Background: an optimization exercise with open tools, aiming at small area. Do not read the settings as production practice.
In this exercise RTL edits were held to simulation tests only and were not proved equivalent to the original.
Power is estimated from default activity; no workload was simulated.

==> run a: inputs <==
// j4
module j4( input  wire clk
         , input  wire rst                       
         , output reg  [12:0] pc
         , input  wire [15:0] instr
         , output wire io_we                     
         , output wire io_re                     
         , output wire [16-1:0] io_ptr
         , input  wire [16-1:0] io_in
         , output wire [16-1:0] io_out
    );
reg  [16-1:0] T;
reg  [4-1:0] dsp, rsp;
wire is_lit  = instr[15];
wire is_jmp  = instr[15:13] == 3'b000;
wire is_cjmp = instr[15:13] == 3'b001;
wire is_call = instr[15:13] == 3'b010;
wire is_alu  = instr[15:13] == 3'b011;
wire [3:0] op = instr[11:8];
wire [15:0] aop = {16{is_alu}} & (16'd1 << op);   
wire [1:0] dd = is_lit ? 2'b01 : is_alu ? instr[1:0] : 2'b00;
wire [1:0] ee = is_call ? 2'b01 : is_alu ? instr[3:2] : 2'b00;
wire [3:0] dsp_n = dsp + {{2{dd[1]}}, dd};
wire [3:0] rsp_n = rsp + {{2{ee[1]}}, ee};
wire ds_we = is_lit | (is_alu & instr[7]);
wire rs_we = is_call | (is_alu & instr[6]);
wire [15:0] ds_wr, rs_wr;        
wire [15:0] ds_sn, rs_sn;        
genvar g, b;
generate for (g = 0; g < 16; g = g + 1) begin: DEC
    assign ds_wr[g] = ds_we & (dsp_n == g);
    assign rs_wr[g] = rs_we & (rsp_n == g);
    assign ds_sn[g] = ~(dsp == g);
    assign rs_sn[g] = ~((rsp == g) & ~is_call);
end endgenerate
wire [12:0] pc_inc = pc + 13'd1;
wire [16-1:0] N;
wire [12:0] R;                   
wire [16-1:0] ds_q [0:15];
wire [12:0]       rs_q [0:15];
generate for (g = 0; g < 16; g = g + 1) begin: DS
    reg [16-1:0] q;
    always @(posedge clk) if (ds_wr[g]) q <= T;
    assign ds_q[g] = q;
end endgenerate
generate for (g = 0; g < 16; g = g + 1) begin: RS
    reg [12:0] q;
  ...
==> flow/config.mk <==
export PLATFORM = sky130hd
export DESIGN_NAME = j4
export DESIGN_NICKNAME = j4
export VERILOG_FILES = /design/flow/design.v
export SDC_FILE = /design/flow/constraint.sdc
export NUM_CORES = 4
export LEC_CHECK = 0
export CAP_MARGIN = 20
export CORE_MARGIN = 2
export CORE_UTILIZATION = 65
export SLEW_MARGIN = 20
export SYNTH_HIERARCHICAL = 1
==> flow/constraint.sdc <==
create_clock -name core_clock -period 6.0 [get_ports {clk}]
set_input_delay 1.2000 -clock core_clock [delete_from_list [all_inputs] [get_ports {clk}]]
set_output_delay 1.2000 -clock core_clock [all_outputs]
set_load 0.01 [all_outputs]
standard.sh (not shown) runs the stock make flow with config.mk's settings and CLKGATE_MAP_FILE= SYNTH_SCRIPT=/design/flow/synth_recipe.tcl, a recipe that flattens the netlist after the stock synthesis.
==> flow/flow/run.sh <==
#!/bin/bash
# Layout flow: the standard ORFS flow (standard synthesis unchanged), with
#  - single-drive buf_1 cells as the port buffers,
#  - a clock tree of clkbuf_4/clkbuf_8 with sink clusters of at most 16 flops
#    and 50 um, and no dummy loads,
#  - downsizing of gates off the critical paths after global routing.
# make's full output goes to orfs_make.log in the work folder.
set -euo pipefail
bash standard.sh \
  "BUFFER_PORTS_ARGS=-buffer_cell sky130_fd_sc_hd__buf_1" \
  "CTS_ARGS=-sink_clustering_enable -repair_clock_nets -dont_use_dummy_load -sink_clustering_size 16 -sink_clustering_max_diameter 50 -buf_list {sky130_fd_sc_hd__clkbuf_4 sky130_fd_sc_hd__clkbuf_8}" \
  RECOVER_POWER=100 \
  GPL_KEEP_OVERFLOW=0 \
  finish > orfs_make.log 2>&1
==> run b (differences from run a) <==
--- a/flow/design.v
+++ b/flow/design.v
@@ -101,39 +101,28 @@
 wire e_add = ~rst & (aop[2] | aop[10]);
 wire e_shr = ~rst & aop[9];
 wire e_shl = ~rst & aop[13];
 wire e_r   = ~rst & aop[11];
 wire e_in  = ~rst & aop[12];
 wire e_lit = ~rst & is_lit;
 wire e_ptr = ~rst & aop[14];
+wire [16-1:0] Tsh = {1'b0, T[15:1]};
+wire [16-1:0] Tsl = {T[14:0], 1'b0};
+wire [16-1:0] Rx  = {3'b000, R};
+wire [16-1:0] Lx  = {1'b0, instr[14:0]};
 wire [16-1:0] Px  = {8'd0, rsp, dsp};
 wire [16-1:0] T_n;
 generate for (b = 0; b < 16; b = b + 1) begin: TN
     wire lut_n;
     j4_mux4 ul (.d0(~tt[0]), .d1(~tt[1]), .d2(~tt[2]), .d3(~tt[3]), .s0(T[b]), .s1(N[b]), .y(lut_n));
-    wire x1, x2;
-    if (b == 0)
-        j4_a22oi  ua (.a1(sum[b]), .a2(e_add), .b1(T[b+1]), .b2(e_shr), .y(x1));
-    else if (b == 16-1)
-        j4_a22oi  ua (.a1(sum[b]), .a2(e_add), .b1(T[b-1]), .b2(e_shl), .y(x1));
-    else
-        j4_a222oi ua (.a1(sum[b]), .a2(e_add), .b1(T[b+1]), .b2(e_shr), .c1(T[b-1]), .c2(e_shl), .y(x1));
-    if (b < 13)
-        j4_a222oi ub (.a1(R[b]), .a2(e_r), .b1(io_in[b]), .b2(e_in), .c1(instr[b]), .c2(e_lit), .y(x2));
-    else if (b < 15)
-        j4_a22oi  ub (.a1(io_in[b]), .a2(e_in), .b1(instr[b]), .b2(e_lit), .y(x2));
-    else
-        j4_nand2  ub (.a(io_in[b]), .b(e_in), .y(x2));
-    if (b < 8) begin: P
-        wire x3;
-        j4_nand2 up (.a(Px[b]), .b(e_ptr), .y(x3));
-        j4_nand4 un (.a(x1), .b(x2), .c(x3), .d(lut_n), .y(T_n[b]));
-    end else begin: Q
-        j4_nand3 un (.a(x1), .b(x2), .c(lut_n), .y(T_n[b]));
-    end
+    wire x1, x2, x3;
+    j4_a222oi ua (.a1(sum[b]), .a2(e_add), .b1(Tsh[b]), .b2(e_shr), .c1(Tsl[b]), .c2(e_shl), .y(x1));
+    j4_a222oi ub (.a1(Rx[b]), .a2(e_r), .b1(io_in[b]), .b2(e_in), .c1(Lx[b]), .c2(e_lit), .y(x2));
+    assign x3 = ~(Px[b] & e_ptr);
+    j4_nand4 un (.a(x1), .b(x2), .c(x3), .d(lut_n), .y(T_n[b]));
 end endgenerate
 wire tz = ~|T;
 wire s_jmp = ~rst & (is_jmp | is_call | (is_cjmp & tz));
 wire s_ret = ~rst & is_alu & instr[12];
 wire s_inc = ~rst & ~s_jmp & ~s_ret;
 wire [12:0] pc_n;
 generate for (b = 0; b < 13; b = b + 1) begin: PCN
@@ -171,16 +160,7 @@
 module j4_a222oi(input wire a1, input wire a2, input wire b1, input wire b2,
                  input wire c1, input wire c2, output wire y);
     assign y = ~((a1 & a2) | (b1 & b2) | (c1 & c2));
 endmodule
 module j4_nand4(input wire a, input wire b, input wire c, input wire d, output wire y);
     assign y = ~(a & b & c & d);
 endmodule
-module j4_a22oi(input wire a1, input wire a2, input wire b1, input wire b2, output wire y);
-    assign y = ~((a1 & a2) | (b1 & b2));
-endmodule
-module j4_nand3(input wire a, input wire b, input wire c, output wire y);
-    assign y = ~(a & b & c);
-endmodule
-module j4_nand2(input wire a, input wire b, output wire y);
-    assign y = ~(a & b);
-endmodule
==> flow/flow/run.sh (replaced) <==
#!/bin/bash
# Layout flow: the standard ORFS flow (standard synthesis unchanged), with
#  - single-drive buf_1 cells as the port buffers,
#  - a clock tree of clkbuf_4/clkbuf_8 with larger sink clusters and no dummy loads.
# make's full output goes to orfs_make.log in the work folder.
set -euo pipefail
bash standard.sh \
  "BUFFER_PORTS_ARGS=-buffer_cell sky130_fd_sc_hd__buf_1" \
  "CTS_ARGS=-sink_clustering_enable -repair_clock_nets -dont_use_dummy_load -sink_clustering_size 20 -sink_clustering_max_diameter 60 -buf_list {sky130_fd_sc_hd__clkbuf_4 sky130_fd_sc_hd__clkbuf_8}" \
  finish > orfs_make.log 2>&1
GPL_TIMING_DRIVEN = 0   (was not set)
==> summary of the runs <==
- In combinational power, run b and run a hardly differ.
- Run b finished with timing, DRC and antenna clean. Run a completed and failed the layout checks on max-capacitance violations, max-slew violations.
- Cell count is about the same in run a and run b.
- Against run a, the final area of run b is larger by about 2%.
- In die area, run b and run a hardly differ.

==> inputs of job 9369 <==
==> flow/design.v <==
`default_nettype none
 `default_nettype none
module j4( input  wire clk
         , input  wire rst                       
         , output reg  [12:0] pc
         , input  wire [15:0] instr
         , output wire io_we                     
         , output wire io_re                     
         , output wire [16-1:0] io_ptr
         , input  wire [16-1:0] io_in
         , output wire [16-1:0] io_out
    );
reg  [16-1:0] T;
reg  [4-1:0] dsp, rsp;
wire is_lit  = instr[15];
wire is_jmp  = instr[15:13] == 3'b000;
wire is_cjmp = instr[15:13] == 3'b001;
wire is_call = instr[15:13] == 3'b010;
wire is_alu  = instr[15:13] == 3'b011;
wire [3:0] op = instr[11:8];
wire [15:0] aop = {16{is_alu}} & (16'd1 << op);   
wire [1:0] dd = is_lit ? 2'b01 : is_alu ? instr[1:0] : 2'b00;
wire [1:0] ee = is_call ? 2'b01 : is_alu ? instr[3:2] : 2'b00;
wire [3:0] dsp_n = dsp + {{2{dd[1]}}, dd};
wire [3:0] rsp_n = rsp + {{2{ee[1]}}, ee};
wire ds_we = is_lit | (is_alu & instr[7]);
wire rs_we = is_call | (is_alu & instr[6]);
wire [15:0] ds_wr, rs_wr;        
wire [15:0] ds_sn, rs_sn;        
genvar g, b;
generate for (g = 0; g < 16; g = g + 1) begin: DEC
    assign ds_wr[g] = ds_we & (dsp_n == g);
    assign rs_wr[g] = rs_we & (rsp_n == g);
    assign ds_sn[g] = ~(dsp == g);
    assign rs_sn[g] = ~((rsp == g) & ~is_call);
end endgenerate
wire [12:0] pc_inc = pc + 13'd1;
wire [16-1:0] N;
wire [12:0] R;                   
wire [16-1:0] ds_q [0:15];
wire [12:0]       rs_q [0:15];
generate for (g = 0; g < 16; g = g + 1) begin: DS
    reg [16-1:0] q;
    always @(posedge clk) if (ds_wr[g]) q <= T;
    assign ds_q[g] = q;
end endgenerate
generate for (g = 0; g < 16; g = g + 1) begin: RS
    reg [12:0] q;
    always @(posedge clk) if (rs_wr[g]) q <= R;
    assign rs_q[g] = q;
end endgenerate
generate for (b = 0; b < 16; b = b + 1) begin: NRD
    wire [15:0] col;
    for (g = 0; g < 16; g = g + 1) begin: C
        assign col[g] = ds_q[g][b];
    end
    wire [7:0] t;
    wire lo, hi;
    for (g = 0; g < 8; g = g + 1) begin: P
        j4_o22ai u (.a1(ds_sn[2*g]), .a2(col[2*g]), .b1(ds_sn[2*g+1]), .b2(col[2*g+1]), .y(t[g]));
    end
    j4_nor4 u0 (.a(t[0]), .b(t[1]), .c(t[2]), .d(t[3]), .y(lo));
    j4_nor4 u1 (.a(t[4]), .b(t[5]), .c(t[6]), .d(t[7]), .y(hi));
    assign N[b] = lo & hi;
end endgenerate
generate for (b = 0; b < 13; b = b + 1) begin: RRD
    wire [15:0] col;
    for (g = 0; g < 16; g = g + 1) begin: C
        assign col[g] = rs_q[g][b];
    end
    wire [7:0] t;
    wire lo, hi;
    for (g = 0; g < 8; g = g + 1) begin: P
        j4_o22ai u (.a1(rs_sn[2*g]), .a2(col[2*g]), .b1(rs_sn[2*g+1]), .b2(col[2*g+1]), .y(t[g]));
    end
    j4_nor4 u0 (.a(t[0]), .b(t[1]), .c(t[2]), .d(t[3]), .y(lo));
    j4_nor4 u1 (.a(t[4]), .b(t[5]), .c(t[6]), .d(t[7]), .y(hi));
    assign R[b] = lo & hi & (~is_call | pc_inc[b]);
end endgenerate
wire sub = aop[7] | aop[8] | aop[15];
wire dec = aop[10];
wire bsel1 = ~sub | dec;         
wire bsel0 = sub | dec;          
wire [16-1:0] B;
wire [16:0] cy;
wire [16-1:0] sum;
assign cy[0] = sub;
generate for (b = 0; b < 16; b = b + 1) begin: ADD
    j4_mux2i ub (.a0(~bsel0), .a1(~bsel1), .s(N[b]), .y(B[b]));
    j4_fa    uf (.a(T[b]), .b(B[b]), .ci(cy[b]), .s(sum[b]), .co(cy[b+1]));
end endgenerate
wire eq  = ~|sum;                                
wire ult = cy[16] & ~eq;                     
wire slt = (N[15] ^ T[15]) ? N[15] : ult;        
wire cmp = (aop[7] & eq) | (aop[8] & slt) | (aop[15] & ult);
wire keep = ~rst & ~is_lit & ~is_alu;            
wire [3:0] tt = rst ? 4'b0000 :
                keep ? 4'b1010 :
                {4{cmp}} |
                ({4{aop[0]}} & 4'b1010) |
                ({4{aop[1]}} & 4'b1100) |
                ({4{aop[3]}} & 4'b1000) |
                ({4{aop[4]}} & 4'b1110) |
                ({4{aop[5]}} & 4'b0110) |
                ({4{aop[6]}} & 4'b0101);
wire e_add = ~rst & (aop[2] | aop[10]);
wire e_shr = ~rst & aop[9];
wire e_shl = ~rst & aop[13];
wire e_r   = ~rst & aop[11];
wire e_in  = ~rst & aop[12];
wire e_lit = ~rst & is_lit;
wire e_ptr = ~rst & aop[14];
wire [16-1:0] Tsh = {1'b0, T[15:1]};
wire [16-1:0] Tsl = {T[14:0], 1'b0};
wire [16-1:0] Rx  = {3'b000, R};
wire [16-1:0] Lx  = {1'b0, instr[14:0]};
wire [16-1:0] Px  = {8'd0, rsp, dsp};
wire [16-1:0] T_n;
generate for (b = 0; b < 16; b = b + 1) begin: TN
    wire lut_n;
    j4_mux4 ul (.d0(~tt[0]), .d1(~tt[1]), .d2(~tt[2]), .d3(~tt[3]), .s0(T[b]), .s1(N[b]), .y(lut_n));
    assign T_n[b] = ~lut_n
                  | (sum[b] & e_add) | (Tsh[b] & e_shr) | (Tsl[b] & e_shl)
                  | (Rx[b] & e_r) | (io_in[b] & e_in) | (Lx[b] & e_lit) | (Px[b] & e_ptr);
end endgenerate
wire tz = ~|T;
wire s_jmp = ~rst & (is_jmp | is_call | (is_cjmp & tz));
wire s_ret = ~rst & is_alu & instr[12];
wire s_inc = ~rst & ~s_jmp & ~s_ret;
wire [12:0] pc_n = ({13{s_inc}} & pc_inc) | ({13{s_jmp}} & instr[12:0]) | ({13{s_ret}} & R);
assign io_we  = is_alu & instr[5];
assign io_re  = aop[12] & (|T[15:14]);
assign io_ptr = T;
assign io_out = N;
always @(posedge clk) begin
    pc  <= pc_n;
    T   <= T_n;
    dsp <= rst ? 4'd0 : dsp_n;
    rsp <= rst ? 4'd0 : rsp_n;
end
endmodule
module j4_o22ai(input wire a1, input wire a2, input wire b1, input wire b2, output wire y);
    assign y = ~((a1 | a2) & (b1 | b2));
endmodule
module j4_nor4(input wire a, input wire b, input wire c, input wire d, output wire y);
    assign y = ~(a | b | c | d);
endmodule
module j4_mux2i(input wire a0, input wire a1, input wire s, output wire y);
    assign y = ~(s ? a1 : a0);
endmodule
module j4_mux4(input wire d0, input wire d1, input wire d2, input wire d3,
               input wire s0, input wire s1, output wire y);
    assign y = s1 ? (s0 ? d3 : d2) : (s0 ? d1 : d0);
endmodule
module j4_fa(input wire a, input wire b, input wire ci, output wire s, output wire co);
    assign {co, s} = a + b + ci;
endmodule
==> flow/run.sh <==
#!/bin/bash
# synth_recipe.tcl (not shown) runs the flow's synth.tcl, then flattens the netlist and writes it again
# the make line also repeats each setting of config.mk as NAME=value (left out here)
make -C /OpenROAD-flow-scripts/flow DESIGN_CONFIG=/design/flow/config.mk WORK_HOME=/design/flow/orfs CLKGATE_MAP_FILE= SYNTH_SCRIPT=/design/flow/synth_recipe.tcl finish
==> flow/config.mk <==
export PLATFORM = sky130hd
export DESIGN_NAME = j4
export DESIGN_NICKNAME = j4
export VERILOG_FILES = /design/flow/design.v
export SDC_FILE = /design/flow/constraint.sdc
export NUM_CORES = 4
export LEC_CHECK = 0
export CAP_MARGIN = 20
export CORE_MARGIN = 2
export CORE_UTILIZATION = 40
export SLEW_MARGIN = 20
export SYNTH_HIERARCHICAL = 1
==> flow/constraint.sdc <==
create_clock -name core_clock -period 6.0 [get_ports {clk}]
set_input_delay 1.2000 -clock core_clock [delete_from_list [all_inputs] [get_ports {clk}]]
set_output_delay 1.2000 -clock core_clock [all_outputs]
set_load 0.01 [all_outputs]
==> inputs of job 1259, as changes to job 9369 <==
--- a/flow/design.v
+++ b/flow/design.v
@@ -57,3 +57,2 @@
     wire [7:0] t;
-    wire lo, hi;
     for (g = 0; g < 8; g = g + 1) begin: P
@@ -61,5 +60,3 @@
     end
-    j4_nor4 u0 (.a(t[0]), .b(t[1]), .c(t[2]), .d(t[3]), .y(lo));
-    j4_nor4 u1 (.a(t[4]), .b(t[5]), .c(t[6]), .d(t[7]), .y(hi));
-    assign N[b] = lo & hi;
+    j4_nor8 u0 (.a(t), .y(N[b]));
 end endgenerate
@@ -71,3 +68,2 @@
     wire [7:0] t;
-    wire lo, hi;
     for (g = 0; g < 8; g = g + 1) begin: P
@@ -75,5 +71,5 @@
     end
-    j4_nor4 u0 (.a(t[0]), .b(t[1]), .c(t[2]), .d(t[3]), .y(lo));
-    j4_nor4 u1 (.a(t[4]), .b(t[5]), .c(t[6]), .d(t[7]), .y(hi));
-    assign R[b] = lo & hi & (~is_call | pc_inc[b]);
+    wire rd;
+    j4_nor8 u0 (.a(t), .y(rd));
+    assign R[b] = rd & (~is_call | pc_inc[b]);
 end endgenerate
@@ -84,11 +80,10 @@
 wire [16-1:0] B;
-wire [16:0] cy;
 wire [16-1:0] sum;
-assign cy[0] = sub;
+wire cout;
 generate for (b = 0; b < 16; b = b + 1) begin: ADD
     j4_mux2i ub (.a0(~bsel0), .a1(~bsel1), .s(N[b]), .y(B[b]));
-    j4_fa    uf (.a(T[b]), .b(B[b]), .ci(cy[b]), .s(sum[b]), .co(cy[b+1]));
 end endgenerate
-wire eq  = ~|sum;                                
-wire ult = cy[16] & ~eq;                     
+assign {cout, sum} = {1'b0, T} + {1'b0, B} + {16'd0, sub};
+wire eq  = &(T ^ B);                             
+wire ult = cout & ~eq;                           
 wire slt = (N[15] ^ T[15]) ? N[15] : ult;        
@@ -121,5 +116,7 @@
     j4_mux4 ul (.d0(~tt[0]), .d1(~tt[1]), .d2(~tt[2]), .d3(~tt[3]), .s0(T[b]), .s1(N[b]), .y(lut_n));
-    assign T_n[b] = ~lut_n
-                  | (sum[b] & e_add) | (Tsh[b] & e_shr) | (Tsl[b] & e_shl)
-                  | (Rx[b] & e_r) | (io_in[b] & e_in) | (Lx[b] & e_lit) | (Px[b] & e_ptr);
+    wire x1, x2, x3;
+    j4_a222oi ua (.a1(sum[b]), .a2(e_add), .b1(Tsh[b]), .b2(e_shr), .c1(Tsl[b]), .c2(e_shl), .y(x1));
+    j4_a222oi ub (.a1(Rx[b]), .a2(e_r), .b1(io_in[b]), .b2(e_in), .c1(Lx[b]), .c2(e_lit), .y(x2));
+    assign x3 = ~(Px[b] & e_ptr);
+    j4_nand4 un (.a(x1), .b(x2), .c(x3), .d(lut_n), .y(T_n[b]));
 end endgenerate
@@ -129,3 +126,8 @@
 wire s_inc = ~rst & ~s_jmp & ~s_ret;
-wire [12:0] pc_n = ({13{s_inc}} & pc_inc) | ({13{s_jmp}} & instr[12:0]) | ({13{s_ret}} & R);
+wire [12:0] pc_n;
+generate for (b = 0; b < 13; b = b + 1) begin: PCN
+    wire x;
+    j4_a222oi u (.a1(pc_inc[b]), .a2(s_inc), .b1(instr[b]), .b2(s_jmp), .c1(R[b]), .c2(s_ret), .y(x));
+    assign pc_n[b] = ~x;
+end endgenerate
 assign io_we  = is_alu & instr[5];
@@ -144,4 +146,4 @@
 endmodule
-module j4_nor4(input wire a, input wire b, input wire c, input wire d, output wire y);
-    assign y = ~(a | b | c | d);
+module j4_nor8(input wire [7:0] a, output wire y);
+    assign y = ~|a;
 endmodule
@@ -157 +159,8 @@
 endmodule
+module j4_a222oi(input wire a1, input wire a2, input wire b1, input wire b2,
+                 input wire c1, input wire c2, output wire y);
+    assign y = ~((a1 & a2) | (b1 & b2) | (c1 & c2));
+endmodule
+module j4_nand4(input wire a, input wire b, input wire c, input wire d, output wire y);
+    assign y = ~(a & b & c & d);
+endmodule
==> flow/flow/run.sh (new file) <==
#!/bin/bash
# Layout flow: the standard ORFS flow (standard synthesis unchanged), with
#  - single-drive buf_1 cells as the port buffers,
#  - a clock tree of clkbuf_4/clkbuf_8 with larger sink clusters and no dummy loads.
# make's full output goes to orfs_make.log in the work folder.
set -euo pipefail
bash standard.sh \
  "BUFFER_PORTS_ARGS=-buffer_cell sky130_fd_sc_hd__buf_1" \
  "CTS_ARGS=-sink_clustering_enable -repair_clock_nets -dont_use_dummy_load -sink_clustering_size 20 -sink_clustering_max_diameter 60 -buf_list {sky130_fd_sc_hd__clkbuf_4 sky130_fd_sc_hd__clkbuf_8}" \
  finish > orfs_make.log 2>&1
==> flow/standard.sh (new file) <==
#!/bin/bash
# synth_recipe.tcl (not shown) runs the flow's synth.tcl, then flattens the netlist and writes it again
# the make line also repeats each setting of config.mk as NAME=value (left out here)
make -C /OpenROAD-flow-scripts/flow DESIGN_CONFIG=/design/flow/config.mk WORK_HOME=/design/flow/orfs CLKGATE_MAP_FILE= SYNTH_SCRIPT=/design/flow/synth_recipe.tcl "${@:-finish}"
CORE_UTILIZATION = 65   (was 40)
removed: flow/run.sh
==> inputs of job 4698, as changes to job 9369 <==
--- a/flow/design.v
+++ b/flow/design.v
@@ -57,3 +57,2 @@
     wire [7:0] t;
-    wire lo, hi;
     for (g = 0; g < 8; g = g + 1) begin: P
@@ -61,5 +60,3 @@
     end
-    j4_nor4 u0 (.a(t[0]), .b(t[1]), .c(t[2]), .d(t[3]), .y(lo));
-    j4_nor4 u1 (.a(t[4]), .b(t[5]), .c(t[6]), .d(t[7]), .y(hi));
-    assign N[b] = lo & hi;
+    j4_nor8 u0 (.a(t), .y(N[b]));
 end endgenerate
@@ -71,3 +68,2 @@
     wire [7:0] t;
-    wire lo, hi;
     for (g = 0; g < 8; g = g + 1) begin: P
@@ -75,5 +71,5 @@
     end
-    j4_nor4 u0 (.a(t[0]), .b(t[1]), .c(t[2]), .d(t[3]), .y(lo));
-    j4_nor4 u1 (.a(t[4]), .b(t[5]), .c(t[6]), .d(t[7]), .y(hi));
-    assign R[b] = lo & hi & (~is_call | pc_inc[b]);
+    wire rd;
+    j4_nor8 u0 (.a(t), .y(rd));
+    assign R[b] = rd & (~is_call | pc_inc[b]);
 end endgenerate
@@ -84,11 +80,10 @@
 wire [16-1:0] B;
-wire [16:0] cy;
 wire [16-1:0] sum;
-assign cy[0] = sub;
+wire cout;
 generate for (b = 0; b < 16; b = b + 1) begin: ADD
     j4_mux2i ub (.a0(~bsel0), .a1(~bsel1), .s(N[b]), .y(B[b]));
-    j4_fa    uf (.a(T[b]), .b(B[b]), .ci(cy[b]), .s(sum[b]), .co(cy[b+1]));
 end endgenerate
-wire eq  = ~|sum;                                
-wire ult = cy[16] & ~eq;                     
+assign {cout, sum} = {1'b0, T} + {1'b0, B} + {16'd0, sub};
+wire eq  = &(T ^ B);                             
+wire ult = cout & ~eq;                           
 wire slt = (N[15] ^ T[15]) ? N[15] : ult;        
@@ -112,6 +107,2 @@
 wire e_ptr = ~rst & aop[14];
-wire [16-1:0] Tsh = {1'b0, T[15:1]};
-wire [16-1:0] Tsl = {T[14:0], 1'b0};
-wire [16-1:0] Rx  = {3'b000, R};
-wire [16-1:0] Lx  = {1'b0, instr[14:0]};
 wire [16-1:0] Px  = {8'd0, rsp, dsp};
@@ -121,5 +112,22 @@
     j4_mux4 ul (.d0(~tt[0]), .d1(~tt[1]), .d2(~tt[2]), .d3(~tt[3]), .s0(T[b]), .s1(N[b]), .y(lut_n));
-    assign T_n[b] = ~lut_n
-                  | (sum[b] & e_add) | (Tsh[b] & e_shr) | (Tsl[b] & e_shl)
-                  | (Rx[b] & e_r) | (io_in[b] & e_in) | (Lx[b] & e_lit) | (Px[b] & e_ptr);
+    wire x1, x2;
+    if (b == 0)
+        j4_a22oi  ua (.a1(sum[b]), .a2(e_add), .b1(T[b+1]), .b2(e_shr), .y(x1));
+    else if (b == 16-1)
+        j4_a22oi  ua (.a1(sum[b]), .a2(e_add), .b1(T[b-1]), .b2(e_shl), .y(x1));
+    else
+        j4_a222oi ua (.a1(sum[b]), .a2(e_add), .b1(T[b+1]), .b2(e_shr), .c1(T[b-1]), .c2(e_shl), .y(x1));
+    if (b < 13)
+        j4_a222oi ub (.a1(R[b]), .a2(e_r), .b1(io_in[b]), .b2(e_in), .c1(instr[b]), .c2(e_lit), .y(x2));
+    else if (b < 15)
+        j4_a22oi  ub (.a1(io_in[b]), .a2(e_in), .b1(instr[b]), .b2(e_lit), .y(x2));
+    else
+        j4_nand2  ub (.a(io_in[b]), .b(e_in), .y(x2));
+    if (b < 8) begin: P
+        wire x3;
+        j4_nand2 up (.a(Px[b]), .b(e_ptr), .y(x3));
+        j4_nand4 un (.a(x1), .b(x2), .c(x3), .d(lut_n), .y(T_n[b]));
+    end else begin: Q
+        j4_nand3 un (.a(x1), .b(x2), .c(lut_n), .y(T_n[b]));
+    end
 end endgenerate
@@ -129,3 +137,8 @@
 wire s_inc = ~rst & ~s_jmp & ~s_ret;
-wire [12:0] pc_n = ({13{s_inc}} & pc_inc) | ({13{s_jmp}} & instr[12:0]) | ({13{s_ret}} & R);
+wire [12:0] pc_n;
+generate for (b = 0; b < 13; b = b + 1) begin: PCN
+    wire x;
+    j4_a222oi u (.a1(pc_inc[b]), .a2(s_inc), .b1(instr[b]), .b2(s_jmp), .c1(R[b]), .c2(s_ret), .y(x));
+    assign pc_n[b] = ~x;
+end endgenerate
 assign io_we  = is_alu & instr[5];
@@ -144,4 +157,4 @@
 endmodule
-module j4_nor4(input wire a, input wire b, input wire c, input wire d, output wire y);
-    assign y = ~(a | b | c | d);
+module j4_nor8(input wire [7:0] a, output wire y);
+    assign y = ~|a;
 endmodule
@@ -157 +170,17 @@
 endmodule
+module j4_a222oi(input wire a1, input wire a2, input wire b1, input wire b2,
+                 input wire c1, input wire c2, output wire y);
+    assign y = ~((a1 & a2) | (b1 & b2) | (c1 & c2));
+endmodule
+module j4_nand4(input wire a, input wire b, input wire c, input wire d, output wire y);
+    assign y = ~(a & b & c & d);
+endmodule
+module j4_a22oi(input wire a1, input wire a2, input wire b1, input wire b2, output wire y);
+    assign y = ~((a1 & a2) | (b1 & b2));
+endmodule
+module j4_nand3(input wire a, input wire b, input wire c, output wire y);
+    assign y = ~(a & b & c);
+endmodule
+module j4_nand2(input wire a, input wire b, output wire y);
+    assign y = ~(a & b);
+endmodule
==> flow/flow/run.sh (new file) <==
#!/bin/bash
# Layout flow: the standard ORFS flow (standard synthesis unchanged), with
#  - single-drive buf_1 cells as the port buffers,
#  - a clock tree of clkbuf_4 cells with sink clusters of at most 10 flops
#    and 40 um, and no dummy loads,
#  - downsizing of gates off the critical paths after global routing, then
#    slew and capacitance repair again (flow/post_grt.tcl).
# make's full output goes to orfs_make.log in the work folder.
set -euo pipefail
bash standard.sh \
  "BUFFER_PORTS_ARGS=-buffer_cell sky130_fd_sc_hd__buf_1" \
  "CTS_ARGS=-sink_clustering_enable -repair_clock_nets -dont_use_dummy_load -sink_clustering_size 10 -sink_clustering_max_diameter 40 -buf_list {sky130_fd_sc_hd__clkbuf_4}" \
  RECOVER_POWER=100 \
  "POST_GLOBAL_ROUTE_TCL=$PWD/flow/post_grt.tcl" \
  finish > orfs_make.log 2>&1
==> flow/flow/post_grt.tcl (new file) <==
# After the power recovery at the end of global routing (which downsizes
# gates), repair max slew and max capacitance again, legalize and update the
# global routes of the changed nets.
global_route -start_incremental
repair_design_helper
detailed_placement
global_route -end_incremental
estimate_parasitics -global_routing
check_placement -verbose
write_guides $::env(RESULTS_DIR)/route.guide
==> flow/standard.sh (new file) <==
#!/bin/bash
# synth_recipe.tcl (not shown) runs the flow's synth.tcl, then flattens the netlist and writes it again
# the make line also repeats each setting of config.mk as NAME=value (left out here)
make -C /OpenROAD-flow-scripts/flow DESIGN_CONFIG=/design/flow/config.mk WORK_HOME=/design/flow/orfs CLKGATE_MAP_FILE= SYNTH_SCRIPT=/design/flow/synth_recipe.tcl "${@:-finish}"
CORE_UTILIZATION = 65   (was 40)
removed: flow/run.sh
==> notes <==
- The highest die area belongs to job 9369, the lowest to job 1259.
- In job 9369 the setup slack is worse than in job 4698, by 3.8 ns.
- In job 1259 the fmax is higher than in job 4698, by about 8%.
- Job 4698 passed the timing, design-rule and antenna checks. Job 9369 finished but fails on negative setup slack. Job 1259 produced a clean layout.
- First-iteration DRC count, lowest first: job 9369, job 1259, job 4698.
- The lowest clock-buffer cell count belongs to job 1259, the highest to job 9369.
- Flip-flop and latch count is the same in job 4698 and job 1259.
- The highest critical path depth belongs to job 9369, the lowest to job 4698.
- Core utilization: job 9369 < job 4698 < job 1259.
- In sequential power, job 1259 and job 9369 hardly differ.
==> figures <==
Result of the run: job 9369 complete, but fails checks; job 1259 no timing/DRC/antenna violations; job 4698 no timing/DRC/antenna violations
Reasons for failing layout checks: job 9369 negative setup slack; job 1259 -; job 4698 -
Post-layout min period: job 9369 9.45 ns; job 1259 5.22 ns; job 4698 5.63 ns
Clock network power: job 9369 3190 uW; job 1259 1470 uW; job 4698 1440 uW
Post-route cell area: job 9369 25100 um^2; job 1259 21900 um^2; job 4698 21600 um^2
Placed standard-cell area: job 9369 23200 um^2; job 1259 21400 um^2; job 4698 21200 um^2
Share of power burned in registers: job 9369 46.9%; job 1259 61.0%; job 4698 61.4%
Count of cell instances traversed by the critical path: job 9369 30; job 1259 18; job 4698 17
Share of the synthesized netlist area taken by xor and xnor gates: job 9369 0.799%; job 1259 1.32%; job 4698 1.27%
Share of cell area taken by multi-input logic gates: job 9369 22.5%; job 1259 23.9%; job 4698 24.1%
Routed length on met3: job 9369 4.13 mm; job 1259 4.92 mm; job 4698 4.94 mm
Leakage power of the design: job 9369 0.00834 uW; job 1259 0.00734 uW; job 4698 0.00718 uW
FF-to-FF End: job 9369 T[7]$_DFF_P_; job 1259 T[10]$_DFF_P_; job 4698 T[7]$_DFF_P_
Maximum number of pins on one net before global-route repair: job 9369 27; job 1259 24; job 4698 25
Setup Buffers After CTS: job 9369 4; job 1259 0; job 4698 0
Startpoint of the worst register-to-register path: job 9369 dsp[0]$_SDFF_PP0_; job 1259 dsp[1]$_SDFF_PP0_; job 4698 dsp[1]$_SDFF_PP0_
GR Layer Usage met3: job 9369 4.02%; job 1259 5.43%; job 4698 5.13%
Via-per-instance ratio: job 9369 5.78; job 1259 6.87; job 4698 7.01
Horizontal extent of the die: job 9369 229 um; job 1259 179 um; job 4698 179 um
RSZ-0062 raised after global routing: job 9369 true; job 1259 false; job 4698 -

## separate check: timing with driven ports
No port has a modelled driver above. Below, the same layouts with a new extraction and two added sets of constraints. Step 1, drivers: a clkbuf_16 drives clk and a buf_2 each remaining input, both assumed. Step 2 adds t to the input delays and takes it off the output delays; t is the mean of the earliest and latest rising clock arrival at the registers after step 1. Input paths then give back, and output paths get back, about the clock's delay inside the block. Three values: ideal ports, drivers, drivers and shift; two values: the first two.
| run | t (ns) | setup WS [ns] | hold slack, ns | latest minus earliest clock arrival (ns) | slew at the worst register clock pin (ns) |
|---|---|---|---|---|---|
| run a | 0.611 | 0.236 / 0.236 / -0.143 | 0.603 / 0.603 / 0.603 | 0.070 / 0.069 | 0.10 / 0.10 |
| run b | 0.611 | 0.312 / 0.312 / -0.217 | 0.619 / 0.619 / 0.619 | 0.057 / 0.057 | 0.12 / 0.12 |
| job 9369 | 0.641 | -3.452 / -3.501 / -4.141 | 0.670 / 0.670 / 0.670 | 0.029 / 0.029 | 0.07 / 0.07 |
| job 1259 | 0.601 | 0.776 / 0.776 / 0.493 | 0.614 / 0.614 / 0.614 | 0.069 / 0.069 | 0.12 / 0.12 |
| job 4698 | 0.758 | 0.368 / 0.368 / 0.278 | 0.598 / 0.598 / 0.598 | 0.101 / 0.101 | 0.11 / 0.11 |
The setup slack of job 9369, which loses most, moves by -0.049 ns with the drivers and by -0.689 ns with both steps.
